Source: an optimization exercise on an open RTL-to-GDS flow (aim: small area, a short achievable clock period and few clock cycles). Production flows keep margins and buffers that such runs may drop. RTL that was checked went through simulation tests only; none was proved equivalent to the original. No functional check of the RTL was part of runs 3 and 4. Power figures rest on the tool's default switching activity, not on a simulated workload.

===== flow/config.mk =====
export PLATFORM = sky130hd
export DESIGN_NAME = systol_new1
export DESIGN_NICKNAME = systol_new1
export VERILOG_FILES = /design/flow/design.v
export SDC_FILE = /design/flow/constraint.sdc
export NUM_CORES = 4
export LEC_CHECK = 0
export CAP_MARGIN = 20
export CORE_MARGIN = 2
export CORE_UTILIZATION = 40
export SETUP_SLACK_MARGIN = 4.0
export SLEW_MARGIN = 20

===== flow/constraint.sdc =====
create_clock -name core_clock -period 7.0 [get_ports {clk}]
set_input_delay 1.4000 -clock core_clock [delete_from_list [all_inputs] [get_ports {clk}]]
set_output_delay 1.4000 -clock core_clock [all_outputs]
set_load 0.01 [all_outputs]

===== flow/design.v =====
`timescale 1ns / 1ns
module systol_new1(read_select, result, finish, start, read_data, clk, rst, we, ws);
input start, clk, rst;
input [7:0] read_data;
output [13:0] read_select;
output [7:0] result;
output finish;
output we;
output [13:0] ws;
localparam H  = 6;                
localparam D  = H + 2;            
localparam NS = 48 / H;           
localparam L  = 2 * D + 1;        
localparam [11:0] OFF_ROW0 = -12'd150;                        
localparam [11:0] OFF_ROW49 = 12'd50 * (D - 5) - 12'd1;       
localparam [11:0] OFF_SAME = -12'd201;                        
localparam [11:0] OFF_NEXT = 12'd50 * (D - 4) - 12'd2;        
localparam [11:0] OFF_XS = -12'd52;                           
localparam [11:0] OFF_SAME49 = -12'd201 + 12'd50 - 12'd50 * H;  
localparam [11:0] K_ROW = 12'd50;                             
localparam [11:0] K_COL = -12'd50 * (D - 1) + 12'd1;          
localparam [11:0] K_STRIP = -12'd99;                          
reg busy;
reg [2:0] k;                      
reg [5:0] c;                      
reg [2:0] s;                      
reg [11:0] ra;                    
reg [7:0] sr [0:L-1];
reg [9:0] h0, h1;
reg [11:0] u;
reg [7:0] result_r;
reg [11:0] ws_r;
reg we_r, finish_r;
reg last_k;                       
reg strip_end;                    
reg fin_q;                        
wire fin = fin_q;
wire [11:0] kra = !last_k ? K_ROW : strip_end ? K_STRIP : K_COL;
	wire ar_p0 = ra[0] ^ kra[0];
	wire ar_g0 = ra[0] & kra[0];
	wire ar_p1 = ra[1] ^ kra[1];
	wire ar_g1 = ra[1] & kra[1];
	wire ar_p2 = ra[2] ^ kra[2];
	wire ar_g2 = ra[2] & kra[2];
	wire ar_p3 = ra[3] ^ kra[3];
	wire ar_g3 = ra[3] & kra[3];
	wire ar_p4 = ra[4] ^ kra[4];
	wire ar_g4 = ra[4] & kra[4];
	wire ar_p5 = ra[5] ^ kra[5];
	wire ar_g5 = ra[5] & kra[5];
	wire ar_p6 = ra[6] ^ kra[6];
	wire ar_g6 = ra[6] & kra[6];
	wire ar_p7 = ra[7] ^ kra[7];
	wire ar_g7 = ra[7] & kra[7];
	wire ar_p8 = ra[8] ^ kra[8];
	wire ar_g8 = ra[8] & kra[8];
	wire ar_p9 = ra[9] ^ kra[9];
	wire ar_g9 = ra[9] & kra[9];
	wire ar_p10 = ra[10] ^ kra[10];
	wire ar_g10 = ra[10] & kra[10];
	wire ar_p11 = ra[11] ^ kra[11];
	wire ar_g11 = ra[11] & kra[11];
	wire ar_G0 = ar_g1 | (ar_p1 & ar_g0);
	wire ar_P0 = ar_p1 & ar_p0;
	wire ar_G1 = ar_g2 | (ar_p2 & ar_g1);
	wire ar_P1 = ar_p2 & ar_p1;
	wire ar_G2 = ar_g3 | (ar_p3 & ar_g2);
	wire ar_P2 = ar_p3 & ar_p2;
	wire ar_G3 = ar_g4 | (ar_p4 & ar_g3);
	wire ar_P3 = ar_p4 & ar_p3;
	wire ar_G4 = ar_g5 | (ar_p5 & ar_g4);
	wire ar_P4 = ar_p5 & ar_p4;
	wire ar_G5 = ar_g6 | (ar_p6 & ar_g5);
	wire ar_P5 = ar_p6 & ar_p5;
	wire ar_G6 = ar_g7 | (ar_p7 & ar_g6);
	wire ar_P6 = ar_p7 & ar_p6;
	wire ar_G7 = ar_g8 | (ar_p8 & ar_g7);
	wire ar_P7 = ar_p8 & ar_p7;
	wire ar_G8 = ar_g9 | (ar_p9 & ar_g8);
	wire ar_P8 = ar_p9 & ar_p8;
	wire ar_G9 = ar_g10 | (ar_p10 & ar_g9);
	wire ar_P9 = ar_p10 & ar_p9;
	wire ar_G10 = ar_g11 | (ar_p11 & ar_g10);
	wire ar_P10 = ar_p11 & ar_p10;
	wire ar_G11 = ar_G1 | (ar_P1 & ar_g0);
	wire ar_P11 = ar_P1 & ar_p0;
	wire ar_G12 = ar_G2 | (ar_P2 & ar_G0);
	wire ar_P12 = ar_P2 & ar_P0;
	wire ar_G13 = ar_G3 | (ar_P3 & ar_G1);
	wire ar_P13 = ar_P3 & ar_P1;
	wire ar_G14 = ar_G4 | (ar_P4 & ar_G2);
	wire ar_P14 = ar_P4 & ar_P2;
	wire ar_G15 = ar_G5 | (ar_P5 & ar_G3);
	wire ar_P15 = ar_P5 & ar_P3;
	wire ar_G16 = ar_G6 | (ar_P6 & ar_G4);
	wire ar_P16 = ar_P6 & ar_P4;
	wire ar_G17 = ar_G7 | (ar_P7 & ar_G5);
	wire ar_P17 = ar_P7 & ar_P5;
	wire ar_G18 = ar_G8 | (ar_P8 & ar_G6);
	wire ar_P18 = ar_P8 & ar_P6;
	wire ar_G19 = ar_G9 | (ar_P9 & ar_G7);
	wire ar_P19 = ar_P9 & ar_P7;
	wire ar_G20 = ar_G10 | (ar_P10 & ar_G8);
	wire ar_P20 = ar_P10 & ar_P8;
	wire ar_G21 = ar_G13 | (ar_P13 & ar_g0);
	wire ar_P21 = ar_P13 & ar_p0;
	wire ar_G22 = ar_G14 | (ar_P14 & ar_G0);
	wire ar_P22 = ar_P14 & ar_P0;
	wire ar_G23 = ar_G15 | (ar_P15 & ar_G11);
	wire ar_P23 = ar_P15 & ar_P11;
	wire ar_G24 = ar_G16 | (ar_P16 & ar_G12);
	wire ar_P24 = ar_P16 & ar_P12;
	wire ar_G25 = ar_G17 | (ar_P17 & ar_G13);
	wire ar_P25 = ar_P17 & ar_P13;
	wire ar_G26 = ar_G18 | (ar_P18 & ar_G14);
	wire ar_P26 = ar_P18 & ar_P14;
	wire ar_G27 = ar_G19 | (ar_P19 & ar_G15);
	wire ar_P27 = ar_P19 & ar_P15;
	wire ar_G28 = ar_G20 | (ar_P20 & ar_G16);
	wire ar_P28 = ar_P20 & ar_P16;
	wire ar_G29 = ar_G25 | (ar_P25 & ar_g0);
	wire ar_P29 = ar_P25 & ar_p0;
	wire ar_G30 = ar_G26 | (ar_P26 & ar_G0);
	wire ar_P30 = ar_P26 & ar_P0;
	wire ar_G31 = ar_G27 | (ar_P27 & ar_G11);
	wire ar_P31 = ar_P27 & ar_P11;
	wire ar_G32 = ar_G28 | (ar_P28 & ar_G12);
	wire ar_P32 = ar_P28 & ar_P12;
	wire [11:0] ra_sum;
	assign ra_sum[0] = ar_p0;
	assign ra_sum[1] = ar_p1 ^ ar_g0;
	assign ra_sum[2] = ar_p2 ^ ar_G0;
	assign ra_sum[3] = ar_p3 ^ ar_G11;
	assign ra_sum[4] = ar_p4 ^ ar_G12;
	assign ra_sum[5] = ar_p5 ^ ar_G21;
	assign ra_sum[6] = ar_p6 ^ ar_G22;
	assign ra_sum[7] = ar_p7 ^ ar_G23;
	assign ra_sum[8] = ar_p8 ^ ar_G24;
	assign ra_sum[9] = ar_p9 ^ ar_G29;
	assign ra_sum[10] = ar_p10 ^ ar_G30;
	assign ra_sum[11] = ar_p11 ^ ar_G31;
wire run = (busy || start) && !fin;
wire [2:0] k_adv = last_k ? 3'd0 : k + 1'b1;
wire [5:0] c_adv = !last_k ? c : strip_end ? 6'd0 : c + 1'b1;
wire [2:0] s_adv = strip_end ? s + 1'b1 : s;
wire busy_nx = run;
wire [2:0] k_nx = run ? k_adv : 3'd0;
wire [5:0] c_nx = run ? c_adv : 6'd0;
wire [2:0] s_nx = run ? s_adv : 3'd0;
wire [11:0] ra_nx = run ? ra_sum : 12'd0;
always @(posedge clk)
begin
	if (rst)
	begin
		busy <= 0;
		k <= 0;
		c <= 0;
		s <= 0;
		ra <= 0;
	end
	else
	begin
		busy <= busy_nx;
		k <= k_nx;
		c <= c_nx;
		s <= s_nx;
		ra <= ra_nx;
	end
end
wire same_col = (k_adv >= 3'd5);
wire nc0 = (c_adv == 6'd0);
wire nc1 = (c_adv == 6'd1);
wire ns0 = (s_adv == 3'd0);
wire cx0  = same_col ? nc0 : nc1;
wire cx1  = same_col ? nc1 : (c_adv == 6'd2);
wire cx50 = same_col ? (c_adv == 6'd50) : (c_adv == 6'd51);
wire slot_a = (k_adv == 3'd3);
wire slot_b = (k_adv == 3'd4);
wire wr_a = slot_a && ns0 && (c_adv <= 6'd49);
wire wr_b = slot_b && (s_adv == NS - 1) && !nc0 && (c_adv <= 6'd50);
wire wr_i = !slot_a && !slot_b && (same_col ? !(nc0 && ns0) : !(ns0 && (nc0 || nc1)));
reg wen_q;
reg [1:0] rsel_q;                 
reg [2:0] osel_q;
always @(posedge clk)
begin
	if (rst)
	begin
		wen_q <= 0;
		fin_q <= 0;
		last_k <= 0;
		strip_end <= 0;
	end
	else
	begin
		wen_q <= busy && !fin && (wr_a || wr_b || wr_i);
		fin_q <= busy && !fin && (k_adv == 3'd2) && (c_adv == 6'd51);
		last_k <= run && (k_adv == D - 1);
		strip_end <= run && (k_adv == D - 1) && (c_adv == 6'd49) && (s_adv != NS - 1);
	end
	rsel_q <= slot_a ? 2'd1 : slot_b ? 2'd2 : (cx0 | cx1 | cx50) ? 2'd3 : 2'd0;
	osel_q <= slot_a ? 3'd0 : slot_b ? 3'd1 :
	          same_col ? (cx0 ? 3'd2 : 3'd3) :
	          nc0 ? 3'd4 : cx0 ? 3'd4 : 3'd5;
end
reg [11:0] off;
always @*
	case (osel_q)
	3'd0: off = OFF_ROW0;
	3'd1: off = OFF_ROW49;
	3'd2: off = OFF_SAME49;
	3'd3: off = OFF_SAME;
	3'd4: off = OFF_XS;
	default: off = OFF_NEXT;
	endcase
	wire aw_p0 = ra[0] ^ off[0];
	wire aw_g0 = ra[0] & off[0];
	wire aw_p1 = ra[1] ^ off[1];
	wire aw_g1 = ra[1] & off[1];
	wire aw_p2 = ra[2] ^ off[2];
	wire aw_g2 = ra[2] & off[2];
	wire aw_p3 = ra[3] ^ off[3];
	wire aw_g3 = ra[3] & off[3];
	wire aw_p4 = ra[4] ^ off[4];
	wire aw_g4 = ra[4] & off[4];
	wire aw_p5 = ra[5] ^ off[5];
	wire aw_g5 = ra[5] & off[5];
	wire aw_p6 = ra[6] ^ off[6];
	wire aw_g6 = ra[6] & off[6];
	wire aw_p7 = ra[7] ^ off[7];
	wire aw_g7 = ra[7] & off[7];
	wire aw_p8 = ra[8] ^ off[8];
	wire aw_g8 = ra[8] & off[8];
	wire aw_p9 = ra[9] ^ off[9];
	wire aw_g9 = ra[9] & off[9];
	wire aw_p10 = ra[10] ^ off[10];
	wire aw_g10 = ra[10] & off[10];
	wire aw_p11 = ra[11] ^ off[11];
	wire aw_g11 = ra[11] & off[11];
	wire aw_G0 = aw_g1 | (aw_p1 & aw_g0);
	wire aw_P0 = aw_p1 & aw_p0;
	wire aw_G1 = aw_g2 | (aw_p2 & aw_g1);
	wire aw_P1 = aw_p2 & aw_p1;
	wire aw_G2 = aw_g3 | (aw_p3 & aw_g2);
	wire aw_P2 = aw_p3 & aw_p2;
	wire aw_G3 = aw_g4 | (aw_p4 & aw_g3);
	wire aw_P3 = aw_p4 & aw_p3;
	wire aw_G4 = aw_g5 | (aw_p5 & aw_g4);
	wire aw_P4 = aw_p5 & aw_p4;
	wire aw_G5 = aw_g6 | (aw_p6 & aw_g5);
	wire aw_P5 = aw_p6 & aw_p5;
	wire aw_G6 = aw_g7 | (aw_p7 & aw_g6);
	wire aw_P6 = aw_p7 & aw_p6;
	wire aw_G7 = aw_g8 | (aw_p8 & aw_g7);
	wire aw_P7 = aw_p8 & aw_p7;
	wire aw_G8 = aw_g9 | (aw_p9 & aw_g8);
	wire aw_P8 = aw_p9 & aw_p8;
	wire aw_G9 = aw_g10 | (aw_p10 & aw_g9);
	wire aw_P9 = aw_p10 & aw_p9;
	wire aw_G10 = aw_g11 | (aw_p11 & aw_g10);
	wire aw_P10 = aw_p11 & aw_p10;
	wire aw_G11 = aw_G1 | (aw_P1 & aw_g0);
	wire aw_P11 = aw_P1 & aw_p0;
	wire aw_G12 = aw_G2 | (aw_P2 & aw_G0);
	wire aw_P12 = aw_P2 & aw_P0;
	wire aw_G13 = aw_G3 | (aw_P3 & aw_G1);
	wire aw_P13 = aw_P3 & aw_P1;
	wire aw_G14 = aw_G4 | (aw_P4 & aw_G2);
	wire aw_P14 = aw_P4 & aw_P2;
	wire aw_G15 = aw_G5 | (aw_P5 & aw_G3);
	wire aw_P15 = aw_P5 & aw_P3;
	wire aw_G16 = aw_G6 | (aw_P6 & aw_G4);
	wire aw_P16 = aw_P6 & aw_P4;
	wire aw_G17 = aw_G7 | (aw_P7 & aw_G5);
	wire aw_P17 = aw_P7 & aw_P5;
	wire aw_G18 = aw_G8 | (aw_P8 & aw_G6);
	wire aw_P18 = aw_P8 & aw_P6;
	wire aw_G19 = aw_G9 | (aw_P9 & aw_G7);
	wire aw_P19 = aw_P9 & aw_P7;
	wire aw_G20 = aw_G10 | (aw_P10 & aw_G8);
	wire aw_P20 = aw_P10 & aw_P8;
	wire aw_G21 = aw_G13 | (aw_P13 & aw_g0);
	wire aw_P21 = aw_P13 & aw_p0;
	wire aw_G22 = aw_G14 | (aw_P14 & aw_G0);
	wire aw_P22 = aw_P14 & aw_P0;
	wire aw_G23 = aw_G15 | (aw_P15 & aw_G11);
	wire aw_P23 = aw_P15 & aw_P11;
	wire aw_G24 = aw_G16 | (aw_P16 & aw_G12);
	wire aw_P24 = aw_P16 & aw_P12;
	wire aw_G25 = aw_G17 | (aw_P17 & aw_G13);
	wire aw_P25 = aw_P17 & aw_P13;
	wire aw_G26 = aw_G18 | (aw_P18 & aw_G14);
	wire aw_P26 = aw_P18 & aw_P14;
	wire aw_G27 = aw_G19 | (aw_P19 & aw_G15);
	wire aw_P27 = aw_P19 & aw_P15;
	wire aw_G28 = aw_G20 | (aw_P20 & aw_G16);
	wire aw_P28 = aw_P20 & aw_P16;
	wire aw_G29 = aw_G25 | (aw_P25 & aw_g0);
	wire aw_P29 = aw_P25 & aw_p0;
	wire aw_G30 = aw_G26 | (aw_P26 & aw_G0);
	wire aw_P30 = aw_P26 & aw_P0;
	wire aw_G31 = aw_G27 | (aw_P27 & aw_G11);
	wire aw_P31 = aw_P27 & aw_P11;
	wire aw_G32 = aw_G28 | (aw_P28 & aw_G12);
	wire aw_P32 = aw_P28 & aw_P12;
	wire [11:0] ws_sum;
	assign ws_sum[0] = aw_p0;
	assign ws_sum[1] = aw_p1 ^ aw_g0;
	assign ws_sum[2] = aw_p2 ^ aw_G0;
	assign ws_sum[3] = aw_p3 ^ aw_G11;
	assign ws_sum[4] = aw_p4 ^ aw_G12;
	assign ws_sum[5] = aw_p5 ^ aw_G21;
	assign ws_sum[6] = aw_p6 ^ aw_G22;
	assign ws_sum[7] = aw_p7 ^ aw_G23;
	assign ws_sum[8] = aw_p8 ^ aw_G24;
	assign ws_sum[9] = aw_p9 ^ aw_G29;
	assign ws_sum[10] = aw_p10 ^ aw_G30;
	assign ws_sum[11] = aw_p11 ^ aw_G31;
wire [7:0] hp = sr[0];
wire [7:0] hq = sr[D];
wire [7:0] hr = sr[2*D];
wire [8:0] hs = {hq[7], hp[7:1] ^ hq[6:0] ^ hr[7:1], hp[0] ^ hr[0]};
wire [7:0] hc = {(hp[7:1] & hq[6:0]) | (hp[7:1] & hr[7:1]) | (hq[6:0] & hr[7:1]), hp[0] & hr[0]};
	wire ah_p0 = hs[0] ^ 1'b0;
	wire ah_g0 = hs[0] & 1'b0;
	wire ah_p1 = hs[1] ^ hc[0];
	wire ah_g1 = hs[1] & hc[0];
	wire ah_p2 = hs[2] ^ hc[1];
	wire ah_g2 = hs[2] & hc[1];
	wire ah_p3 = hs[3] ^ hc[2];
	wire ah_g3 = hs[3] & hc[2];
	wire ah_p4 = hs[4] ^ hc[3];
	wire ah_g4 = hs[4] & hc[3];
	wire ah_p5 = hs[5] ^ hc[4];
	wire ah_g5 = hs[5] & hc[4];
	wire ah_p6 = hs[6] ^ hc[5];
	wire ah_g6 = hs[6] & hc[5];
	wire ah_p7 = hs[7] ^ hc[6];
	wire ah_g7 = hs[7] & hc[6];
	wire ah_p8 = hs[8] ^ hc[7];
	wire ah_g8 = hs[8] & hc[7];
	wire ah_p9 = 1'b0 ^ 1'b0;
	wire ah_g9 = 1'b0 & 1'b0;
	wire ah_G0 = ah_g1 | (ah_p1 & ah_g0);
	wire ah_P0 = ah_p1 & ah_p0;
	wire ah_G1 = ah_g3 | (ah_p3 & ah_g2);
	wire ah_P1 = ah_p3 & ah_p2;
	wire ah_G2 = ah_g5 | (ah_p5 & ah_g4);
	wire ah_P2 = ah_p5 & ah_p4;
	wire ah_G3 = ah_g7 | (ah_p7 & ah_g6);
	wire ah_P3 = ah_p7 & ah_p6;
	wire ah_G4 = ah_g9 | (ah_p9 & ah_g8);
	wire ah_P4 = ah_p9 & ah_p8;
	wire ah_G5 = ah_G1 | (ah_P1 & ah_G0);
	wire ah_P5 = ah_P1 & ah_P0;
	wire ah_G6 = ah_G3 | (ah_P3 & ah_G2);
	wire ah_P6 = ah_P3 & ah_P2;
	wire ah_G7 = ah_G6 | (ah_P6 & ah_G5);
	wire ah_P7 = ah_P6 & ah_P5;
	wire ah_G8 = ah_G2 | (ah_P2 & ah_G5);
	wire ah_P8 = ah_P2 & ah_P5;
	wire ah_G9 = ah_G4 | (ah_P4 & ah_G7);
	wire ah_P9 = ah_P4 & ah_P7;
	wire ah_G10 = ah_g2 | (ah_p2 & ah_G0);
	wire ah_P10 = ah_p2 & ah_P0;
	wire ah_G11 = ah_g4 | (ah_p4 & ah_G5);
	wire ah_P11 = ah_p4 & ah_P5;
	wire ah_G12 = ah_g6 | (ah_p6 & ah_G8);
	wire ah_P12 = ah_p6 & ah_P8;
	wire ah_G13 = ah_g8 | (ah_p8 & ah_G7);
	wire ah_P13 = ah_p8 & ah_P7;
	wire [9:0] h_sum;
	assign h_sum[0] = ah_p0;
	assign h_sum[1] = ah_p1 ^ ah_g0;
	assign h_sum[2] = ah_p2 ^ ah_G0;
	assign h_sum[3] = ah_p3 ^ ah_G10;
	assign h_sum[4] = ah_p4 ^ ah_G5;
	assign h_sum[5] = ah_p5 ^ ah_G11;
	assign h_sum[6] = ah_p6 ^ ah_G8;
	assign h_sum[7] = ah_p7 ^ ah_G12;
	assign h_sum[8] = ah_p8 ^ ah_G7;
	assign h_sum[9] = ah_p9 ^ ah_G13;
	wire au_p0 = h1[0] ^ 1'b0;
	wire au_g0 = h1[0] & 1'b0;
	wire au_p1 = h1[1] ^ h0[0];
	wire au_g1 = h1[1] & h0[0];
	wire au_p2 = h1[2] ^ h0[1];
	wire au_g2 = h1[2] & h0[1];
	wire au_p3 = h1[3] ^ h0[2];
	wire au_g3 = h1[3] & h0[2];
	wire au_p4 = h1[4] ^ h0[3];
	wire au_g4 = h1[4] & h0[3];
	wire au_p5 = h1[5] ^ h0[4];
	wire au_g5 = h1[5] & h0[4];
	wire au_p6 = h1[6] ^ h0[5];
	wire au_g6 = h1[6] & h0[5];
	wire au_p7 = h1[7] ^ h0[6];
	wire au_g7 = h1[7] & h0[6];
	wire au_p8 = h1[8] ^ h0[7];
	wire au_g8 = h1[8] & h0[7];
	wire au_p9 = h1[9] ^ h0[8];
	wire au_g9 = h1[9] & h0[8];
	wire au_p10 = 1'b0 ^ h0[9];
	wire au_g10 = 1'b0 & h0[9];
	wire au_p11 = 1'b0 ^ 1'b0;
	wire au_g11 = 1'b0 & 1'b0;
	wire au_G0 = au_g1 | (au_p1 & au_g0);
	wire au_P0 = au_p1 & au_p0;
	wire au_G1 = au_g3 | (au_p3 & au_g2);
	wire au_P1 = au_p3 & au_p2;
	wire au_G2 = au_g5 | (au_p5 & au_g4);
	wire au_P2 = au_p5 & au_p4;
	wire au_G3 = au_g7 | (au_p7 & au_g6);
	wire au_P3 = au_p7 & au_p6;
	wire au_G4 = au_g9 | (au_p9 & au_g8);
	wire au_P4 = au_p9 & au_p8;
	wire au_G5 = au_g11 | (au_p11 & au_g10);
	wire au_P5 = au_p11 & au_p10;
	wire au_G6 = au_G1 | (au_P1 & au_G0);
	wire au_P6 = au_P1 & au_P0;
	wire au_G7 = au_G3 | (au_P3 & au_G2);
	wire au_P7 = au_P3 & au_P2;
	wire au_G8 = au_G5 | (au_P5 & au_G4);
	wire au_P8 = au_P5 & au_P4;
	wire au_G9 = au_G7 | (au_P7 & au_G6);
	wire au_P9 = au_P7 & au_P6;
	wire au_G10 = au_G8 | (au_P8 & au_G9);
	wire au_P10 = au_P8 & au_P9;
	wire au_G11 = au_G2 | (au_P2 & au_G6);
	wire au_P11 = au_P2 & au_P6;
	wire au_G12 = au_G4 | (au_P4 & au_G9);
	wire au_P12 = au_P4 & au_P9;
	wire au_G13 = au_g2 | (au_p2 & au_G0);
	wire au_P13 = au_p2 & au_P0;
	wire au_G14 = au_g4 | (au_p4 & au_G6);
	wire au_P14 = au_p4 & au_P6;
	wire au_G15 = au_g6 | (au_p6 & au_G11);
	wire au_P15 = au_p6 & au_P11;
	wire au_G16 = au_g8 | (au_p8 & au_G9);
	wire au_P16 = au_p8 & au_P9;
	wire au_G17 = au_g10 | (au_p10 & au_G12);
	wire au_P17 = au_p10 & au_P12;
	wire [11:0] u_sum;
	assign u_sum[0] = au_p0;
	assign u_sum[1] = au_p1 ^ au_g0;
	assign u_sum[2] = au_p2 ^ au_G0;
	assign u_sum[3] = au_p3 ^ au_G13;
	assign u_sum[4] = au_p4 ^ au_G6;
	assign u_sum[5] = au_p5 ^ au_G14;
	assign u_sum[6] = au_p6 ^ au_G11;
	assign u_sum[7] = au_p7 ^ au_G15;
	assign u_sum[8] = au_p8 ^ au_G9;
	assign u_sum[9] = au_p9 ^ au_G16;
	assign u_sum[10] = au_p10 ^ au_G12;
	assign u_sum[11] = au_p11 ^ au_G17;
	wire av_p0 = u[0] ^ h0[0];
	wire av_g0 = u[0] & h0[0];
	wire av_p1 = u[1] ^ h0[1];
	wire av_g1 = u[1] & h0[1];
	wire av_p2 = u[2] ^ h0[2];
	wire av_g2 = u[2] & h0[2];
	wire av_p3 = u[3] ^ h0[3];
	wire av_g3 = u[3] & h0[3];
	wire av_p4 = u[4] ^ h0[4];
	wire av_g4 = u[4] & h0[4];
	wire av_p5 = u[5] ^ h0[5];
	wire av_g5 = u[5] & h0[5];
	wire av_p6 = u[6] ^ h0[6];
	wire av_g6 = u[6] & h0[6];
	wire av_p7 = u[7] ^ h0[7];
	wire av_g7 = u[7] & h0[7];
	wire av_p8 = u[8] ^ h0[8];
	wire av_g8 = u[8] & h0[8];
	wire av_p9 = u[9] ^ h0[9];
	wire av_g9 = u[9] & h0[9];
	wire av_p10 = u[10] ^ 1'b0;
	wire av_g10 = u[10] & 1'b0;
	wire av_p11 = u[11] ^ 1'b0;
	wire av_g11 = u[11] & 1'b0;
	wire av_G0 = av_g1 | (av_p1 & av_g0);
	wire av_P0 = av_p1 & av_p0;
	wire av_G1 = av_g3 | (av_p3 & av_g2);
	wire av_P1 = av_p3 & av_p2;
	wire av_G2 = av_g5 | (av_p5 & av_g4);
	wire av_P2 = av_p5 & av_p4;
	wire av_G3 = av_g7 | (av_p7 & av_g6);
	wire av_P3 = av_p7 & av_p6;
	wire av_G4 = av_g9 | (av_p9 & av_g8);
	wire av_P4 = av_p9 & av_p8;
	wire av_G5 = av_g11 | (av_p11 & av_g10);
	wire av_P5 = av_p11 & av_p10;
	wire av_G6 = av_G1 | (av_P1 & av_G0);
	wire av_P6 = av_P1 & av_P0;
	wire av_G7 = av_G3 | (av_P3 & av_G2);
	wire av_P7 = av_P3 & av_P2;
	wire av_G8 = av_G5 | (av_P5 & av_G4);
	wire av_P8 = av_P5 & av_P4;
	wire av_G9 = av_G7 | (av_P7 & av_G6);
	wire av_P9 = av_P7 & av_P6;
	wire av_G10 = av_G8 | (av_P8 & av_G9);
	wire av_P10 = av_P8 & av_P9;
	wire av_G11 = av_G2 | (av_P2 & av_G6);
	wire av_P11 = av_P2 & av_P6;
	wire av_G12 = av_G4 | (av_P4 & av_G9);
	wire av_P12 = av_P4 & av_P9;
	wire av_G13 = av_g2 | (av_p2 & av_G0);
	wire av_P13 = av_p2 & av_P0;
	wire av_G14 = av_g4 | (av_p4 & av_G6);
	wire av_P14 = av_p4 & av_P6;
	wire av_G15 = av_g6 | (av_p6 & av_G11);
	wire av_P15 = av_p6 & av_P11;
	wire av_G16 = av_g8 | (av_p8 & av_G9);
	wire av_P16 = av_p8 & av_P9;
	wire av_G17 = av_g10 | (av_p10 & av_G12);
	wire av_P17 = av_p10 & av_P12;
	wire [11:0] vsum;
	assign vsum[0] = av_p0;
	assign vsum[1] = av_p1 ^ av_g0;
	assign vsum[2] = av_p2 ^ av_G0;
	assign vsum[3] = av_p3 ^ av_G13;
	assign vsum[4] = av_p4 ^ av_G6;
	assign vsum[5] = av_p5 ^ av_G14;
	assign vsum[6] = av_p6 ^ av_G11;
	assign vsum[7] = av_p7 ^ av_G15;
	assign vsum[8] = av_p8 ^ av_G9;
	assign vsum[9] = av_p9 ^ av_G16;
	assign vsum[10] = av_p10 ^ av_G12;
	assign vsum[11] = av_p11 ^ av_G17;
wire [7:0] pix = (rsel_q == 2'd1) ? sr[1] : (rsel_q == 2'd2) ? sr[3] : sr[D+2];
integer i;
always @(posedge clk)
begin
	sr[0] <= read_data;
	for (i = 1; i < L; i = i + 1)
		sr[i] <= sr[i-1];
	h0 <= h_sum;
	h1 <= h0;
	u <= u_sum;
end
always @(posedge clk)
begin
	if (rst)
	begin
		we_r <= 0;
		finish_r <= 0;
	end
	else
	begin
		we_r <= wen_q;
		finish_r <= fin_q;
	end
	ws_r <= ws_sum;
	result_r <= (rsel_q == 2'd0) ? vsum[11:4] : pix;
end
assign read_select = {2'b00, ra};
assign result = result_r;
assign ws = {2'b00, ws_r};
assign we = we_r;
assign finish = finish_r;
endmodule

===== flow/flow/run.sh =====
#!/bin/bash
# Layout flow: the standard flow (standard synthesis unchanged), with
#  - port buffers made from buf_1 cells instead of the default delay buffers,
#  - clock tree from clkbuf_16 in clusters of up to 28 sinks, without
#    dummy loads.
# Each tool's full output stays in the ORFS logs folder; the make output is
# kept in flow_make.log here.
set -euo pipefail
bash standard.sh \
  "BUFFER_PORTS_ARGS=-buffer_cell sky130_fd_sc_hd__buf_1" \
  "CTS_ARGS=-sink_clustering_enable -repair_clock_nets -buf_list sky130_fd_sc_hd__clkbuf_16 -sink_clustering_size 28 -sink_clustering_max_diameter 300 -dont_use_dummy_load" \
  finish > flow_make.log 2>&1

===== flow/standard.sh =====
#!/bin/bash
# synth_recipe.tcl (not shown) runs the flow's synth.tcl, then flattens the netlist and writes it again
# the make line also repeats each setting of config.mk as NAME=value (left out here)
make -C /OpenROAD-flow-scripts/flow DESIGN_CONFIG=/design/flow/config.mk WORK_HOME=/design/flow/orfs CLKGATE_MAP_FILE= SYNTH_SCRIPT=/design/flow/synth_recipe.tcl "${@:-finish}"

==> results of run 1 <==
timing repair:
item / CTS / global route
hold buffers: 0 / 0
gates resized for setup: 0 / 1
endpoints found under the setup margin: 0 / 3
registers in the layout, summed over array words and instances, names as in the netlist, 6 cells and up:
name / count
ws_r: 12
c: 6
h1: 10
ra: 12
h0: 10
u: 12
result_r: 8
sr: 136
through the flow:
step | cell area (µm²) | util (%) | instances
2_1_floorplan | 7513 | - | 609
3_3_place_gp | 7899 | 42.51 | 875
3_5_place_dp | 7899 | 42.51 | 875
4_1_cts | 8174 | 43.99 | 886
5_1_grt | 8175 | 44.00 | 886
6_report | 8175 | 44.00 | 886
power by group through the flow:
stage / Combinational, W / Clock [W] / Sequential (W)
detailed placement: 0.000656 / 0 / 0.00158
global placement: 0.000637 / 0 / 0.00157
global route: 0.000749 / 0.000723 / 0.00157
finish: 0.000645 / 0.000652 / 0.00154
floorplan: 0.000486 / 0 / 0.00157
CTS: 0.000659 / 0.000678 / 0.00155
path summary, 6_finish.rpt:
path,endpoint,cells past startpoint
max,result_r[7],10
min,sr[8][7],0
min reg2reg,sr[8][7],0
max reg2reg,result_r[7],10
kinds of logic (layout without fill, tap and decap cells):
| logic type | count (synthesis) | in the layout |
|---|---|---|
| AO/OA/AOI/OAI | 92 | 92 |
| XOR/XNOR | 35 | 35 |
| adder cells (fa/ha/maj) | 72 | 72 |
| buffers and inverters | 43 | 86 |
| flip-flops | 224 | 224 |
| multiplexers | 9 | 9 |
| other | 1 | 4 |
| AND/OR/NAND/NOR | 130 | 130 |
critical path: stages, from the launching register on:
cell	delay, ns
dfxtp_1	0.35
ha_1	0.30
a31o_2	0.24
a21oi_1	0.18
o21ai_0	0.15
nor4_1	0.18
nor3_1	0.13
a31o_2	0.27
ha_1	0.19
xor2_1	0.16
mux4_2	0.44
cell usage in the layout (no fill, tap or decap), types with 7 or more instances in the layout:
cell and n:
fa_1 20, buf_1 44, nor3_1 20, xor2_1 18, inv_1 30, a21o_1 13
ha_1 52, o21ai_0 17, nand2_1 18, a21oi_1 23, nor4_1 7, nor2b_1 7
dfxtp_1 223, xnor2_1 17, nand3_1 9, clkbuf_16 11, mux4_2 8, nor2_1 35
metal layers:
| metal | part of all wire, % | global-route usage [%] | routed length (µm) | up-vias |
|---|---|---|---|---|
| met2 | 46 | 21.08 | 5689 | 79 |
| met5 | 0 | 0 | 0 | - |
| met4 | 1.1 | 2.579 | 130 | 0 |
| met1 | 48 | 17.27 | 5913 | 1990 |
| li1 | - | - | - | 2160 |
| met3 | 4.5 | 2.344 | 552 | 12 |
cell type report:
type,count,area (µm²),share of cell area [%]
Sequential cell,224,4486,54.87
Tap cell,234,292.8,3.581
Timing Repair Buffer,45,172.7,2.112
Multi-Input combinational cell,342,2836,34.70
Inverter,30,112.6,1.377
Clock buffer,11,275.3,3.367
==> flow_metrics.tcl, run 1 <==
set metrics [dict create \
    wl_per_cell_um 13.87 \
    arrival_ns 3.02 \
    grt_pass1_wl_um 20500 \
    power.switching_w 0.0007714 \
    yosys_warnings 2 \
    fp.dieH_um 141.0 \
    synth.avg_cell_area_um2 12.38 \
    min_period_over_period_pct 38.39 \
    worstMarginPinSlew_ns 0.6531 \
    wl_um 12290 \
    synth_area_mm2 0.007502 \
    fp.coreArea_mm2 0.01858 \
    reg2reg_slack_ns 4.31 \
    sw_frac_of_total_pct 27.15 \
    synthDistinctLibCells 53 \
    p_int_w 0.002070 \
    grt_pass1_vias 4264 \
    yosysSeqAreaShare_pct 59.77 \
    num-fill-cells 1660 \
    min_period_ns 2.687 \
    gp_congestion 0.8703 \
    hold_ws_ns 0.3268 \
    synth-compound-area-share_pct 8.055 \
    ys_async_sr_fraction_pct 0 \
    powerDensity_mw_per_mm2 347.5 \
    viasPerCell 4.787 \
    r2r-start "h0[1]" \
    synth_adder_area_share_pct 14.01 \
    ant_nets 0 \
    synth_xor_xnor_area_share_pct 4.086 \
    hp-class "reg2reg" \
    antenna_found_initial 0 \
    yosys-top-cells-count "dfxtp_1 (224), ha_1 (52), nor2_1 (35), inv_1 (30), a21oi_1 (23)" \
    fin_skew_ns 0.01179 \
    post_cts_buffers 0 \
    vias 4241 \
    synth-seq-cells 224 \
    cp-start-kind "register" \
    critical_path_required_ns 7.34 \
    cts_tree "done" \
    synth_top_area_share_pct 59.77 \
    design.die.area_mm2 0.01987 \
    setup_viol 0 \
    grt_max_degree 29 \
    clock_power_share_pct 23.0 \
    grt.total_usage_pct 12.62 \
    yosys_most_used_dff "dfxtp_1" \
    num-nets-final 737 \
    setup_tns_ns 0 \
    syn2layout_area_growth_pct 8.973 \
    dp_hpwl_um 9023 \
    start_util_pct 40.38 \
    drtIter0Drc 170 \
    path_class "reg2reg" \
    cts-root-buf "clkbuf_16" \
    finalHoldViolCount 0 \
    crit_start "h0[1]" \
    p_leak_nw 3.443 \
    rsz0062_at_grt "no" \
    drv_cap 0 \
    cts.clk_slew.worst_paths_ns 0.10 \
    p_comb_share_pct 22.7 \
    grt_overflow 0 \
    crit_fanout 4 \
    min_from "sr[7][7]" \
    synth_most_common_cell "dfxtp_1" \
    clock_sinks 224 \
    final_layout_size_suffix_gt1_share_pct 4.908 \
    maxSlewViolCount 0 \
    end_kind "register" \
    status "no timing/DRC/antenna violations" \
    cts_buffers 11 \
    pwr-share-seq_pct 54.3 \
    max_freq_mhz 372.1 \
    ys_top_cells_by_area "dfxtp_1 (60%), ha_1 (8.7%), fa_1 (5.3%)" \
    syn_inst 606 \
    port_buffers 44 \
    synth.largest_area_cell "dfxtp_1" \
    synth_top_family_by_area "adder cells" \
    pre_cts_slack_ns 4.141 \
    firstDrtPassIters 4 \
    htreeDepth 1 \
    io_pins 49 \
    clk_latency_ns 0.45 \
    total_power_w 0.002841 \
    clockBufferDepth 3 \
    fp-row-count 50 \
    diodes 0 \
    maxSlewHeadroom_pct 56.15 \
    die_x_um 141.0 \
    muxShareOfSynthArea_pct 2.552 \
    final.setup.worst_slack_ns 4.313 \
    drc_errors 0 \
    synth_edf_count 0 \
    vdd_ir_drop_max_uv 127.5 \
    synth-simple-area-share_pct 8.906 \
]
Testbench counts, summed over its fixed seeds: cycles 77,088.
==> run 2: changes to the inputs <==
--- a/flow/config.mk
+++ b/flow/config.mk
@@ -10,3 +10,3 @@
 export CORE_UTILIZATION = 40
-export SETUP_SLACK_MARGIN = 4.0
+export SETUP_SLACK_MARGIN = 4.2
 export SLEW_MARGIN = 20
==> run 2 against run 1 <==
Net effect: cell count is the same; highest routed layer unchanged; non-clock buffer count is the same; count of clock-buffer cells in the layout did not move; clock skew grew 0.00085 ns; critical path depth did not move; sequential share of layout area shrank 0.053 points; largest cell class unchanged; worst hold slack better by 0.0015 ns; worst setup slack gained 0.029 ns; first-iteration DRC count fell by 7.6%; global-route usage stayed put.
==> flow_metrics.tcl, run 2 <==
set metrics [dict create \
    cts_buffers 11 \
    hold-path-cell-count 0 \
    grt_max_degree 29 \
    crit_chain "ha_1 -> a31o_2 -> a21oi_2 -> o21ai_0 -> nor4_1 -> nor3_1 -> a31o_2 -> ha_1 -> xor2_1 -> mux4_2" \
    r2r_cells 10 \
    critPathMaxStageDelay_ns 0.44 \
    gp_congestion 0.8703 \
    htreeDepth 1 \
    syn_inst 606 \
    synth.largest_area_cell "dfxtp_1" \
    die_x_um 141.0 \
    status "no timing/DRC/antenna violations" \
    synthDistinctLibCells 53 \
    yosys_warnings 2 \
    fp-row-count 50 \
    grt_pass1_vias 4264 \
    fp.dieH_um 141.0 \
    antenna_found_initial 0 \
    p_leak_nw 3.444 \
    r2r-end "result_r[7]" \
    maxSlewViolCount 0 \
    wl_per_cell_um 13.95 \
    synth_area_mm2 0.007502 \
    vdd_ir_drop_max_uv 128.5 \
    vias 4274 \
    rsz0062_at_grt "yes" \
    synth_adder_area_share_pct 14.01 \
    cts-root-buf "clkbuf_16" \
    cp-start-kind "register" \
    syn2layout_area_growth_pct 9.139 \
    setup_tns_ns 0 \
    post_cts_buffers 0 \
    drtIter0Drc 157 \
    fp.coreArea_mm2 0.01858 \
    clock_sinks 224 \
    r2r-start "h0[1]" \
    ys_async_sr_fraction_pct 0 \
    min_from "sr[5][0]" \
    synth_edf_count 0 \
    utilization_pct 44.07 \
    grt_overflow 0 \
    design.die.area_mm2 0.01987 \
    end_kind "register" \
    ant_nets 0 \
    yosysSeqAreaShare_pct 59.77 \
    layout_common_cells "dfxtp_1 (221), ha_1 (52), buf_1 (44), nor2_1 (35), inv_1 (30)" \
    critical_path_required_ns 7.33 \
    yosys-top-cells-count "dfxtp_1 (224), ha_1 (52), nor2_1 (35), inv_1 (30), a21oi_1 (23)" \
    reg2reg_slack_ns 4.34 \
    grt.total_usage_pct 12.62 \
    critPathTopFamily "compound AO/OA/AOI/OAI gates" \
    min_period_over_period_pct 37.97 \
    crit_buf_inv 0 \
    synth_top_family_by_area "adder cells" \
    largest_reg_flops 136 \
    powerDensity_mw_per_mm2 347.8 \
    io_pins 49 \
    yosys_most_used_dff "dfxtp_1" \
    hold_end "sr[6][0]" \
    diodes 0 \
    worstMarginPinSlew_ns 0.6494 \
    num-nets-final 737 \
    synth_xor_xnor_area_share_pct 4.086 \
    arrival_ns 2.99 \
    final_layout_size_suffix_gt1_share_pct 5.521 \
    cts_tree "done" \
    drv_cap 0 \
    wl_um 12360 \
    viasPerCell 4.824 \
    design_area_mm2 0.008188 \
    dp_cells 875 \
    crit_fanout 4 \
    muxShareOfSynthArea_pct 2.552 \
    slowest_stage "mux4_2" \
    hp-class "reg2reg" \
    synth-compound-area-share_pct 8.055 \
    max_freq_mhz 376.2 \
    port_buffers 44 \
    finalHoldViolCount 0 \
    hold_ws_ns 0.3283 \
    largest_register "sr" \
    placed_cell_area_mm2 0.007899 \
    maxSlewHeadroom_pct 56.39 \
    final_common_cell "dfxtp_1" \
    clockBufferDepth 3 \
    grt_pass1_wl_um 20500 \
    fin_skew_ns 0.01263 \
    setup_viol 0 \
    path_class "reg2reg" \
    ys_top_cells_by_area "dfxtp_1 (60%), ha_1 (8.7%), fa_1 (5.3%)" \
    synth.avg_cell_area_um2 12.38 \
    synth_most_common_cell "dfxtp_1" \
    min_period_ns 2.658 \
    fin_cells 886 \
    drc_errors 0 \
    synth_top_area_share_pct 59.77 \
    dp_hpwl_um 9023 \
    start_util_pct 40.38 \
    clk_latency_ns 0.45 \
    synth-simple-area-share_pct 8.906 \
    cts.clk_slew.worst_paths_ns 0.10 \
    firstDrtPassIters 4 \
    synth-seq-cells 224 \
]
-- run 2: cell count changes in the layout (fill, tap and decap cells not counted) --
cell     change
a31oi_2      +1
a21oi_1      -1
dfxtp_2      +2
a31oi_1      -1
a21oi_2      +1
dfxtp_1      -2
-- run 2: report_power, final --
| group | switching, W | total [W] | internal, W | leakage, nW |
|---|---|---|---|---|
| Clock | 0.000369 | 0.000653 | 0.000285 | 0.136 |
| Combinational | 0.000313 | 0.000651 | 0.000338 | 1.43 |
| Sequential | 0.0000939 | 0.00154 | 0.00145 | 1.88 |
-- run 2: cell families (layout without fill, tap and decap cells) --
family | Yosys count | after routing
AOI/OAI and AO/OA | 92 | 92
xor gates and xnor gates | 35 | 35
adders and majority gates | 72 | 72
buffers and inverters | 43 | 86
DFF | 224 | 224
muxes | 9 | 9
other | 1 | 4
and+or+nand+nor | 130 | 130
-- run 2: worst register-to-register path, delay by kind of cell (launching register included) --
family,cells,cell delay [ns]
multiplexers,1,0.44
adder cells (fa/ha/maj),2,0.48
AND/OR/NAND/NOR,2,0.31
flip-flops,1,0.35
XOR/XNOR,1,0.16
AO/OA/AOI/OAI,4,0.84
-- run 2: what timing repair did --
action                     4_1_cts  5_1_grt
hold buffers                     0        0
setup endpoints to repair        2        5
resized for setup                1        4
-- run 2: through the flow --
| step | power (W) | setup slack, ns |
|---|---|---|
| after floorplan | 0.002053 | 4.504 |
| after global placement | 0.002211 | 4.221 |
| after detailed placement | 0.002235 | 4.141 |
| after CTS | 0.002887 | 4.283 |
| after global routing | 0.003043 | 4.186 |
| final | 0.002848 | 4.342 |
-- run 2: how the worst max path moves through the flow --
stage | cells after the start | end | start | slack (ns)
after CTS | 10 | result_r[7] | h0[1] | 4.28
after global placement | 9 | ra[11] | rst | 4.22
after global routing | 10 | result_r[7] | h0[1] | 4.19
final | 10 | result_r[7] | h0[1] | 4.34
after detailed placement | 8 | ra[10] | last_k | 4.14
after floorplan | 10 | result_r[7] | h0[1] | 4.50
-- run 2: final cells by class --
type | instances | area, µm²
multi-input cells | 342 | 2846
clock buffers | 11 | 275.3
fillers | 1661 | 10390
flip-flops and latches | 224 | 4488
well taps | 234 | 292.8
inverters | 30 | 112.6
repair buffers | 45 | 172.7
-- run 2: metal layers --
layer | up-vias | GRT usage, % | routed length [µm]
met5 | - | 0 | 0
met4 | 0 | 2.579 | 130
met3 | 12 | 2.344 | 583
met2 | 89 | 21.08 | 5723
met1 | 2013 | 17.27 | 5927
li1 | 2160 | - | -
==> run 3: changes to the inputs <==
--- a/flow/design.v
+++ b/flow/design.v
@@ -33,3 +33,3 @@
 reg we_r, finish_r;
-reg last_k;                       
+wire last_k = (k == D - 1);
 reg strip_end;                    
@@ -190,3 +190,2 @@
 		fin_q <= 0;
-		last_k <= 0;
 		strip_end <= 0;
@@ -197,3 +196,2 @@
 		fin_q <= busy && !fin && (k_adv == 3'd2) && (c_adv == 6'd51);
-		last_k <= run && (k_adv == D - 1);
 		strip_end <= run && (k_adv == D - 1) && (c_adv == 6'd49) && (s_adv != NS - 1);
--- a/flow/config.mk
+++ b/flow/config.mk
@@ -10,3 +10,3 @@
 export CORE_UTILIZATION = 40
-export SETUP_SLACK_MARGIN = 4.2
+export SETUP_SLACK_MARGIN = 4.4
 export SLEW_MARGIN = 20
==> run 3 against run 2 <==
Net effect: still clean; flip-flop and latch count shrank 1; design area rose by 3.5%; fmax rose by 1.7%; sequential share of layout area fell by 1.9 points; via count is 4.7% higher; area after synthesis rose by 0.47%; critical endpoint is now h0[8].
==> flow_metrics.tcl, run 3 <==
set metrics [dict create \
    min_period_ns 2.615 \
    viasPerCell 4.936 \
    hold_buffers 0 \
    syn2layout_area_growth_pct 12.43 \
    ys_async_sr_fraction_pct 0 \
    max_freq_mhz 382.4 \
    ant_nets 0 \
    vias 4477 \
    drc_errors 0 \
    p_comb_share_pct 23.6 \
    clock_sinks 223 \
    io_pins 49 \
    synth_area_mm2 0.007537 \
    sw_frac_of_total_pct 27.22 \
    cts_buffers 11 \
    synth.avg_cell_area_um2 12.32 \
    design.die.area_mm2 0.01996 \
    status "no timing/DRC/antenna violations" \
    crit_chain "fa_1 -> ha_1 -> a21o_1 -> a21oi_2 -> o21bai_1 -> a21o_1 -> a21o_1 -> a21o_1 -> fa_1" \
    pwr-share-seq_pct 53.8 \
    synth_top_area_share_pct 59.23 \
    r2r_cells 9 \
    synth_most_common_cell "dfxtp_1" \
    clock_power_share_pct 22.6 \
    fp.coreArea_mm2 0.01858 \
    hp-class "reg2reg" \
    path_class "reg2reg" \
    hold_ws_ns 0.3337 \
    grt_pass1_wl_um 21950 \
    end_kind "register" \
    port_buffers 44 \
    powerDensity_mw_per_mm2 336.4 \
    p_int_w 0.002075 \
    die_x_um 141.3 \
    htreeDepth 1 \
    setup_tns_ns 0 \
    start_util_pct 40.57 \
    synth-seq-cells 223 \
    rsz0062_at_grt "yes" \
    num-nets-final 759 \
    largest_reg_flops 136 \
    crit_buf_inv 0 \
    final_common_cell "dfxtp_1" \
    cts-root-buf "clkbuf_16" \
    dp_hpwl_um 9448 \
    crit_fanout 2 \
    firstDrtPassIters 4 \
    num-fill-cells 1655 \
    cts.clk_slew.worst_paths_ns 0.10 \
    grt_max_degree 29 \
    critical_path_required_ns 7.33 \
    fin_skew_ns 0.01161 \
    drtIter0Drc 196 \
    slowest_stage "fa_1" \
    fp-row-count 50 \
    r2r-start "sr[8][1]" \
    placed_cell_area_mm2 0.007936 \
    maxSlewViolCount 0 \
    wl_um 13130 \
    synthDistinctLibCells 61 \
    yosysSeqAreaShare_pct 59.23 \
    drv_cap 0 \
    yosys_warnings 2 \
    design_area_mm2 0.008474 \
    fp.dieH_um 141.3 \
    syn_inst 612 \
    clockBufferDepth 3 \
    cp-start-kind "register" \
    diodes 0 \
    maxSlewHeadroom_pct 52.65 \
    grt_overflow 0 \
    vdd_ir_drop_max_uv 147.0 \
    critPathMaxStageDelay_ns 0.56 \
    antenna_found_initial 0 \
    hold-path-cell-count 0 \
    grt.total_usage_pct 13.42 \
    final_layout_size_suffix_gt1_share_pct 11.29 \
    clk_latency_ns 0.46 \
    setup_viol 0 \
    yosys-top-cells-count "dfxtp_1 (223), ha_1 (53), inv_1 (32), nor2_1 (32), a21oi_1 (24)" \
    cp_common_cell "a21o_1" \
    synth_edf_count 0 \
    ys_top_cells_by_area "dfxtp_1 (59%), ha_1 (8.8%), fa_1 (5.3%)" \
    power.switching_w 0.0007761 \
    reg2reg_slack_ns 4.39 \
    finalHoldViolCount 0 \
    worstMarginPinSlew_ns 0.7092 \
    min_period_over_period_pct 37.36 \
    synth.largest_area_cell "dfxtp_1" \
    min_from "sr[14][5]" \
    p_leak_nw 3.573 \
    hold_end "sr[15][5]" \
    r2r-end "h0[8]" \
    arrival_ns 2.95 \
    gp_congestion 0.8786 \
    grt_pass1_vias 4555 \
    layout_common_cells "dfxtp_1 (213), ha_1 (50), buf_1 (44), nor2_1 (32), inv_1 (31)" \
    critPathTopFamily "adder cells" \
    largest_register "sr" \
    yosys_most_used_dff "dfxtp_1" \
    wl_per_cell_um 14.47 \
    total_power_w 0.002851 \
    cts_tree "done" \
]
run 3: cells by family after synthesis:
kind of cell	Yosys count	synth area share (%)
adder cells (fa/ha/maj)	73	14.11
other	1	0.04975
flip-flops	223	59.23
AO/OA/AOI/OAI	105	9.379
AND/OR/NAND/NOR	126	8.765
XOR/XNOR	27	3.137
buffers and inverters	47	2.673
multiplexers	10	2.656
run 3: through the flow:
step / utilization [%] / worst slack, ns / cells
2_1_floorplan: - / 4.396 / 615
3_3_place_gp: 42.71 / 3.737 / 879
3_5_place_dp: 42.71 / 3.590 / 879
4_1_cts: 44.66 / 4.359 / 896
5_1_grt: 45.61 / 4.272 / 907
6_report: 45.61 / 4.385 / 907
run 3: how the worst max path moves through the flow:
| stage | endpoint | depth (start not counted) | start |
|---|---|---|---|
| floorplan | h0[8] | 9 | sr[0][2] |
| global placement | ra[10] | 11 | k[0] |
| detailed placement | ra[10] | 11 | k[0] |
| CTS | ra[10] | 11 | k[0] |
| global route | h0[8] | 9 | sr[8][1] |
| finish | h0[8] | 9 | sr[8][1] |
run 3: area by class of cell:
cell class	instances	area (µm²)	share of cell area, %
Sequential cell	223	4484	52.92
Timing Repair Buffer	62	300.3	3.543
Tap cell	234	292.8	3.455
Inverter	32	122.6	1.447
Multi-Input combinational cell	345	2999	35.39
Clock buffer	11	275.3	3.248
run 3: layer usage:
| metal | track usage [%] | share of wire, % |
|---|---|---|
| met4 | 3.684 | 2.3 |
| met3 | 2.261 | 3.6 |
| met5 | 0 | 0 |
| met2 | 22.59 | 48 |
| met1 | 17.99 | 47 |
run 3: power by group through the flow:
stage,combinational [W],sequential (W),clock (W)
floorplan,0.000450,0.00155,0
global placement,0.000598,0.00156,0
detailed placement,0.000626,0.00157,0
CTS,0.000661,0.00154,0.000678
global route,0.000771,0.00155,0.000720
finish,0.000673,0.00153,0.000646
run 3: timing repair:
action                                  4_1_cts  5_1_grt
gates resized for setup                      19       26
pin swaps                                    16       23
buffers inserted                              6       11
endpoints found under the setup margin       26       20
==> run 4: changes to the inputs <==
--- a/flow/config.mk
+++ b/flow/config.mk
@@ -9,3 +9,3 @@
 export CORE_MARGIN = 2
-export CORE_UTILIZATION = 40
+export CORE_UTILIZATION = 55
 export SETUP_SLACK_MARGIN = 4.4
==> run 4 against run 3 <==
Net effect: non-clock buffer count up 3; clock power decreased by 1%; sequential power about the same; via count fell by 1.6%; critical path depth is the same; largest power group unchanged; synthesized cell count unchanged; register-to-register slack better by 0.02 ns; worst hold slack worse by 0.0087 ns; critical path type unchanged; design area shrank 0.83%.
==> flow_metrics.tcl, run 4 <==
set metrics [dict create \
    cts_tree "done" \
    power.switching_w 0.0007627 \
    cts-root-buf "clkbuf_16" \
    ant_nets 0 \
    min_period_ns 2.592 \
    cp_common_cell "a21o_1" \
    synth_edf_count 0 \
    cts.clk_slew.worst_paths_ns 0.10 \
    min_period_over_period_pct 37.03 \
    vias 4405 \
    yosysSeqAreaShare_pct 59.23 \
    crit_buf_inv 0 \
    p_leak_nw 3.583 \
    largest_register "sr" \
    largest_reg_flops 136 \
    syn2layout_area_growth_pct 11.50 \
    syn_inst 612 \
    powerDensity_mw_per_mm2 338.2 \
    critPathMaxStageDelay_ns 0.56 \
    firstDrtPassIters 5 \
    fin_skew_ns 0.01333 \
    grt_pass1_vias 4220 \
    gp_congestion 0.9341 \
    diodes 0 \
    grt_pass1_wl_um 20570 \
    start_util_pct 56.69 \
    arrival_ns 2.92 \
    synth-seq-cells 223 \
    clk_latency_ns 0.45 \
    synth_most_common_cell "dfxtp_1" \
    clock_power_share_pct 22.4 \
    min_from "sr[9][2]" \
    final_layout_size_suffix_gt1_share_pct 11.39 \
    synthDistinctLibCells 61 \
    path_class "reg2reg" \
    grt.total_usage_pct 17.53 \
    rsz0062_at_grt "yes" \
    wl_per_cell_um 14.69 \
    crit_start "sr[16][2]" \
    fp.dieH_um 121.1 \
    port_buffers 44 \
    maxSlewHeadroom_pct 58.00 \
    synth_area_mm2 0.007537 \
    crit_fanout 2 \
    setup_viol 0 \
    design.die.area_mm2 0.01466 \
    ys_async_sr_fraction_pct 0 \
    p_int_w 0.002080 \
    wl_um 12520 \
    pre_cts_slack_ns 3.607 \
    yosys-top-cells-count "dfxtp_1 (223), ha_1 (53), inv_1 (32), nor2_1 (32), a21oi_1 (24)" \
    r2r-start "sr[16][2]" \
    hp-class "reg2reg" \
    critical_path_required_ns 7.33 \
    antenna_found_initial 0 \
    io_pins 49 \
    setup_tns_ns 0 \
    num-fill-cells 1065 \
    final_common_cell "dfxtp_1" \
    synth_top_area_share_pct 59.23 \
    finalHoldViolCount 0 \
    synth.avg_cell_area_um2 12.32 \
    fp.coreArea_mm2 0.01330 \
    maxSlewViolCount 0 \
    critPathTopFamily "adder cells" \
    htreeDepth 1 \
    drv_cap 0 \
    max_freq_mhz 385.8 \
    worstMarginPinSlew_ns 0.6292 \
    vdd_ir_drop_max_uv 150.9 \
    fin_cells 852 \
    grt_max_degree 29 \
    slowest_stage "fa_1" \
    dp_hpwl_um 8880 \
    sw_frac_of_total_pct 26.83 \
    viasPerCell 5.170 \
    layout_common_cells "dfxtp_1 (217), ha_1 (49), buf_1 (44), nor2_1 (32), inv_1 (31)" \
    yosys_warnings 2 \
    cts_buffers 11 \
    status "no timing/DRC/antenna violations" \
    clock_sinks 223 \
    num-nets-final 762 \
    crit_chain "fa_1 -> ha_1 -> a21o_1 -> a21oi_2 -> o21bai_1 -> a21o_1 -> a21o_1 -> a21o_1 -> fa_1" \
    end_kind "register" \
    cp-start-kind "register" \
    drtIter0Drc 201 \
    clockBufferDepth 3 \
    final.setup.worst_slack_ns 4.408 \
    dp_cells 821 \
    die_x_um 121.1 \
    fp-row-count 42 \
    p_comb_share_pct 23.7 \
    pwr-share-seq_pct 53.8 \
    synth.largest_area_cell "dfxtp_1" \
    yosys_most_used_dff "dfxtp_1" \
    ys_top_cells_by_area "dfxtp_1 (59%), ha_1 (8.8%), fa_1 (5.3%)" \
    grt_overflow 0 \
    drc_errors 0 \
]
-- run 4: cell counts after synthesis --
Identical to the previous run, type by type.
-- run 4: metal layers --
metal  global-route usage (%)  part of all wire, %  routed length, µm
met1                    23.40                   46               5765
met2                    30.51                   50               6253
met3                    2.585                  2.9                364
met4                    3.343                  1.1                136
met5                        0                    0                  0
-- run 4: worst register-to-register path: stages, from the launching register on --
cell and delay (ns):
dfxtp_2 0.33, fa_1 0.56, ha_1 0.24, a21o_1 0.17
a21oi_2 0.15, o21bai_1 0.10, a21o_1 0.18, a21o_1 0.17
a21o_1 0.17, fa_1 0.42
-- run 4: final timing paths --
path / endpoint / slack (ns) / cells after the start
min reg2reg: sr[10][2] / 0.33 / 0
max: h0[8] / 4.41 / 9
min: sr[10][2] / 0.33 / 0
max reg2reg: h0[8] / 4.41 / 9
-- run 4: power groups by stage --
stage / Combinational [W] / Sequential (W) / Clock (W)
floorplan: 0.000450 / 0.00155 / 0
global placement: 0.000600 / 0.00155 / 0
detailed placement: 0.000617 / 0.00156 / 0
CTS: 0.000672 / 0.00153 / 0.000663
global route: 0.000779 / 0.00155 / 0.000706
finish: 0.000675 / 0.00153 / 0.000638
-- run 4: layout make-up --
class	instances	area [µm²]	share of cell area (%)
Sequential cell	223	4479	53.30
Multi-Input combinational cell	345	2987	35.54
Timing Repair Buffer	65	322.8	3.841
Clock buffer	11	275.3	3.275
Tap cell	176	220.2	2.620
Inverter	32	120.1	1.429
-- run 4: through the flow --
step           total power [W]  util (%)  hold WS (ns)  instance area [µm²]
6_report              0.002843     63.21        0.3250                 8404
5_1_grt               0.003037     63.21        0.3393                 8404
4_1_cts               0.002869     62.36        0.3280                 8290
3_5_place_dp          0.002179     59.15        0.3121                 7864
3_3_place_gp          0.002155     59.15        0.3097                 7864
2_1_floorplan         0.002000         -        0.3096                 7552
-- run 4: cells by family (layout without fill, tap and decap cells) --
family / count (synthesis) / count (layout) / share of synthesized area (%)
adders and majority gates: 73 / 73 / 14.11
AOI/OAI and AO/OA: 105 / 105 / 9.379
DFF: 223 / 223 / 59.23
muxes: 10 / 10 / 2.656
and+or+nand+nor: 126 / 126 / 8.765
xor gates and xnor gates: 27 / 27 / 3.137
buffers and inverters: 47 / 108 / 2.673
other: 1 / 4 / 0.04975
-- run 4: what timing repair did --
action,in CTS,in global routing
endpoints found under the setup margin,27,16
resized for setup,21,19
pin swaps,20,11
hold buffers,0,0
setup buffers,12,8
==> run 5: changes to the inputs <==
--- a/flow/design.v
+++ b/flow/design.v
@@ -33,3 +33,3 @@
 reg we_r, finish_r;
-wire last_k = (k == D - 1);
+reg last_k;                       
 reg strip_end;                    
@@ -190,2 +190,3 @@
 		fin_q <= 0;
+		last_k <= 0;
 		strip_end <= 0;
@@ -196,2 +197,3 @@
 		fin_q <= busy && !fin && (k_adv == 3'd2) && (c_adv == 6'd51);
+		last_k <= run && (k_adv == D - 1);
 		strip_end <= run && (k_adv == D - 1) && (c_adv == 6'd49) && (s_adv != NS - 1);
==> flow/flow/run.sh (replaced) <==
#!/bin/bash
# Layout flow: the standard flow (standard synthesis unchanged), with
#  - port buffers made from buf_1 cells instead of the default delay buffers,
#  - clock tree from clkbuf_8 in clusters of up to 20 sinks, without
#    dummy loads.
# Each tool's full output stays in the ORFS logs folder; the make output is
# kept in flow_make.log here.
set -euo pipefail
bash standard.sh \
  "BUFFER_PORTS_ARGS=-buffer_cell sky130_fd_sc_hd__buf_1" \
  "CTS_ARGS=-sink_clustering_enable -repair_clock_nets -buf_list sky130_fd_sc_hd__clkbuf_8 -sink_clustering_size 20 -sink_clustering_max_diameter 300 -dont_use_dummy_load" \
  finish > flow_make.log 2>&1
--- a/flow/config.mk
+++ b/flow/config.mk
@@ -9,3 +9,3 @@
 export CORE_MARGIN = 2
-export CORE_UTILIZATION = 55
+export CORE_UTILIZATION = 40
 export SETUP_SLACK_MARGIN = 4.4
==> run 5 against run 4 <==
Net effect: die area grew 36%; non-clock buffer count shrank 18; worst hold slack lost 0.013 ns; critical path type is now reg2out; highest routed layer unchanged.
==> flow_metrics.tcl, run 5 <==
set metrics [dict create \
    layout_common_cells "dfxtp_1 (213), ha_1 (51), buf_1 (44), nor2_1 (35), inv_1 (30)" \
    worstMarginPinSlew_ns 0.6517 \
    ys_async_sr_fraction_pct 0 \
    synth.largest_area_cell "dfxtp_1" \
    viasPerCell 4.849 \
    fp.coreArea_mm2 0.01858 \
    clk_latency_ns 0.49 \
    setup_tns_ns 0 \
    clock_sinks 224 \
    ys_top_cells_by_area "dfxtp_1 (60%), ha_1 (8.7%), fa_1 (5.3%)" \
    synth_area_mm2 0.007502 \
    yosys_warnings 2 \
    hold_ws_ns 0.3124 \
    synth.avg_cell_area_um2 12.38 \
    pwr-share-seq_pct 55.4 \
    port_buffers 44 \
    synth-seq-cells 224 \
    vdd_ir_drop_max_uv 125.4 \
    cts.clk_slew.worst_paths_ns 0.12 \
    clockBufferDepth 3 \
    reg2reg_slack_ns 4.52 \
    fp-row-count 50 \
    wl_per_cell_um 13.98 \
    rsz0062_at_grt "yes" \
    drv_cap 0 \
    cp-start-kind "register" \
    maxSlewViolCount 0 \
    critPathMaxStageDelay_ns 0.43 \
    die_x_um 141.0 \
    yosys-top-cells-count "dfxtp_1 (224), ha_1 (52), nor2_1 (35), inv_1 (30), a21oi_1 (23)" \
    sw_frac_of_total_pct 28.23 \
    yosysSeqAreaShare_pct 59.77 \
    end_kind "output pin" \
    io_pins 49 \
    htreeDepth 1 \
    ant_nets 0 \
    grt.total_usage_pct 12.82 \
    syn_inst 606 \
    min_period_ns 2.487 \
    final_layout_size_suffix_gt1_share_pct 8.511 \
    final_common_cell "dfxtp_1" \
    design.die.area_mm2 0.01987 \
    finalHoldViolCount 0 \
    fp.dieH_um 141.0 \
    setup_viol 0 \
    hp-class "reg2reg" \
    cts_buffers 15 \
    num-fill-cells 1665 \
    synth_most_common_cell "dfxtp_1" \
    synth_top_area_share_pct 59.77 \
    max_freq_mhz 402.2 \
    clock_power_share_pct 20.0 \
    synth_edf_count 0 \
    vias 4325 \
    grt_pass1_vias 4297 \
    diodes 0 \
    largest_register "sr" \
    fin_skew_ns 0.07417 \
    start_util_pct 40.38 \
    min_period_over_period_pct 35.52 \
    wl_um 12470 \
    firstDrtPassIters 4 \
    dp_hpwl_um 9023 \
    arrival_ns 1.09 \
    critical_path_required_ns 5.60 \
    maxSlewHeadroom_pct 56.24 \
    crit_buf_inv 1 \
    total_power_w 0.002789 \
    gp_congestion 0.8703 \
    num-nets-final 743 \
    synthDistinctLibCells 53 \
    slowest_stage "dfxtp_1" \
    largest_reg_flops 136 \
    grt_overflow 0 \
    cts_tree "done" \
    critPathTopFamily "flip-flops" \
    multiInputGateArea_mm2 0.002909 \
    cts-root-buf "clkbuf_8" \
    antenna_found_initial 0 \
    hold_buffers 0 \
    grt_max_degree 25 \
    drtIter0Drc 189 \
    crit_chain "buf_1" \
    power.switching_w 0.0007873 \
    p_comb_share_pct 24.6 \
    drc_errors 0 \
    final-seq-area_mm2 0.004501 \
    yosys_most_used_dff "dfxtp_1" \
    grt_pass1_wl_um 20760 \
    powerDensity_mw_per_mm2 339.8 \
    p_leak_nw 3.440 \
    syn2layout_area_growth_pct 9.423 \
    status "no timing/DRC/antenna violations" \
    path_class "reg2out" \
    crit_fanout 3 \
    p_int_w 0.002002 \
]
[run 5: through the flow]
step	cells	setup slack, ns	util, %	instance area, µm²
finish	892	4.513	44.18	8209
CTS	891	4.401	43.81	8140
floorplan	609	4.504	-	7513
global placement	875	4.221	42.51	7899
global route	892	4.389	44.18	8209
detailed placement	875	4.141	42.51	7899
[run 5: layer usage]
metal  routed length, µm  up-vias  share of wire, %  track usage [%]
met5                   0        -                 0                0
met4                 231        0               1.9            3.158
met3                 505       17               4.1            2.649
met2                5778       77                46            21.03
met1                5952     2062                48            17.48
li1                    -     2169                 -                -
[run 5: power groups by stage]
stage               combinational [W]  clock [W]  sequential [W]
finish                       0.000687   0.000557         0.00155
global route                 0.000787   0.000636         0.00157
CTS                          0.000681   0.000588         0.00155
detailed placement           0.000656          0         0.00158
global placement             0.000637          0         0.00157
floorplan                    0.000486          0         0.00157
[run 5: final cells by class]
| type | count | share of cell area (%) |
|---|---|---|
| clock buffers | 15 | 2.515 |
| inverters | 30 | 1.372 |
| multi-input cells | 342 | 35.44 |
| flip-flops and latches | 224 | 54.82 |
| well taps | 234 | 3.567 |
| repair buffers | 47 | 2.286 |
[run 5: repair_timing]
action | in CTS | in global routing
setup endpoints to repair | 15 | 15
resized for setup | 10 | 14
buffers inserted | 1 | 1
pin swaps | 4 | 11
[run 5: kinds of logic (layout without fill, tap and decap cells)]
logic type                 Yosys count  count (layout)  share of synthesized area, %
adders and majority gates           72              72                         14.01
and+or+nand+nor                    130             130                         8.906
muxes                                9               9                         2.552
buffers and inverters               43              92                         2.568
other                                1               4                       0.04999
DFF                                224             224                         59.77
xor gates and xnor gates            35              35                         4.086
AOI/OAI and AO/OA                   92              92                         8.055
[run 5: final timing paths]
| check | end | from | cells after the start |
|---|---|---|---|
| setup / recovery | read_select[9] | ra[9] | 1 |
| hold / removal | sr[16][6] | sr[15][6] | 0 |
| setup reg to reg | result_r[3] | h0[1] | 8 |
| hold reg to reg | sr[16][6] | sr[15][6] | 0 |
Testbench counts of run 5, summed over its fixed seeds: cycles 77,088.

## static timing again, ports no longer ideal
No port has a modelled driver above. Below, the same layouts with a new extraction and two added sets of constraints. Step 1 sets driving cells, clkbuf_16 on the clock port and buf_2 on the other inputs (assumed; they add their load-dependent delay and slew). Step 2 also shifts input and output timing later by t, the mid clock arrival at the registers, as if the neighbouring blocks saw the same clock. Three values: no drivers, after step 1, after step 2; two values: the first two.
run	t, ns	slack for setup (ns)	worst register clock-pin slew, ns
run 1	0.490	4.313 / 4.313 / 4.206	0.11 / 0.11
run 2	0.491	4.342 / 4.342 / 4.203	0.11 / 0.11
run 3	0.490	4.385 / 4.385 / 4.378	0.11 / 0.11
run 4	0.485	4.408 / 4.408 / 4.249	0.11 / 0.11
run 5	0.489	4.513 / 4.477 / 4.220	0.12 / 0.12
After both steps every run listed still meets setup and hold. The setup slack of run 5, which loses most, moves by -0.036 ns with the drivers and by -0.293 ns with both steps.
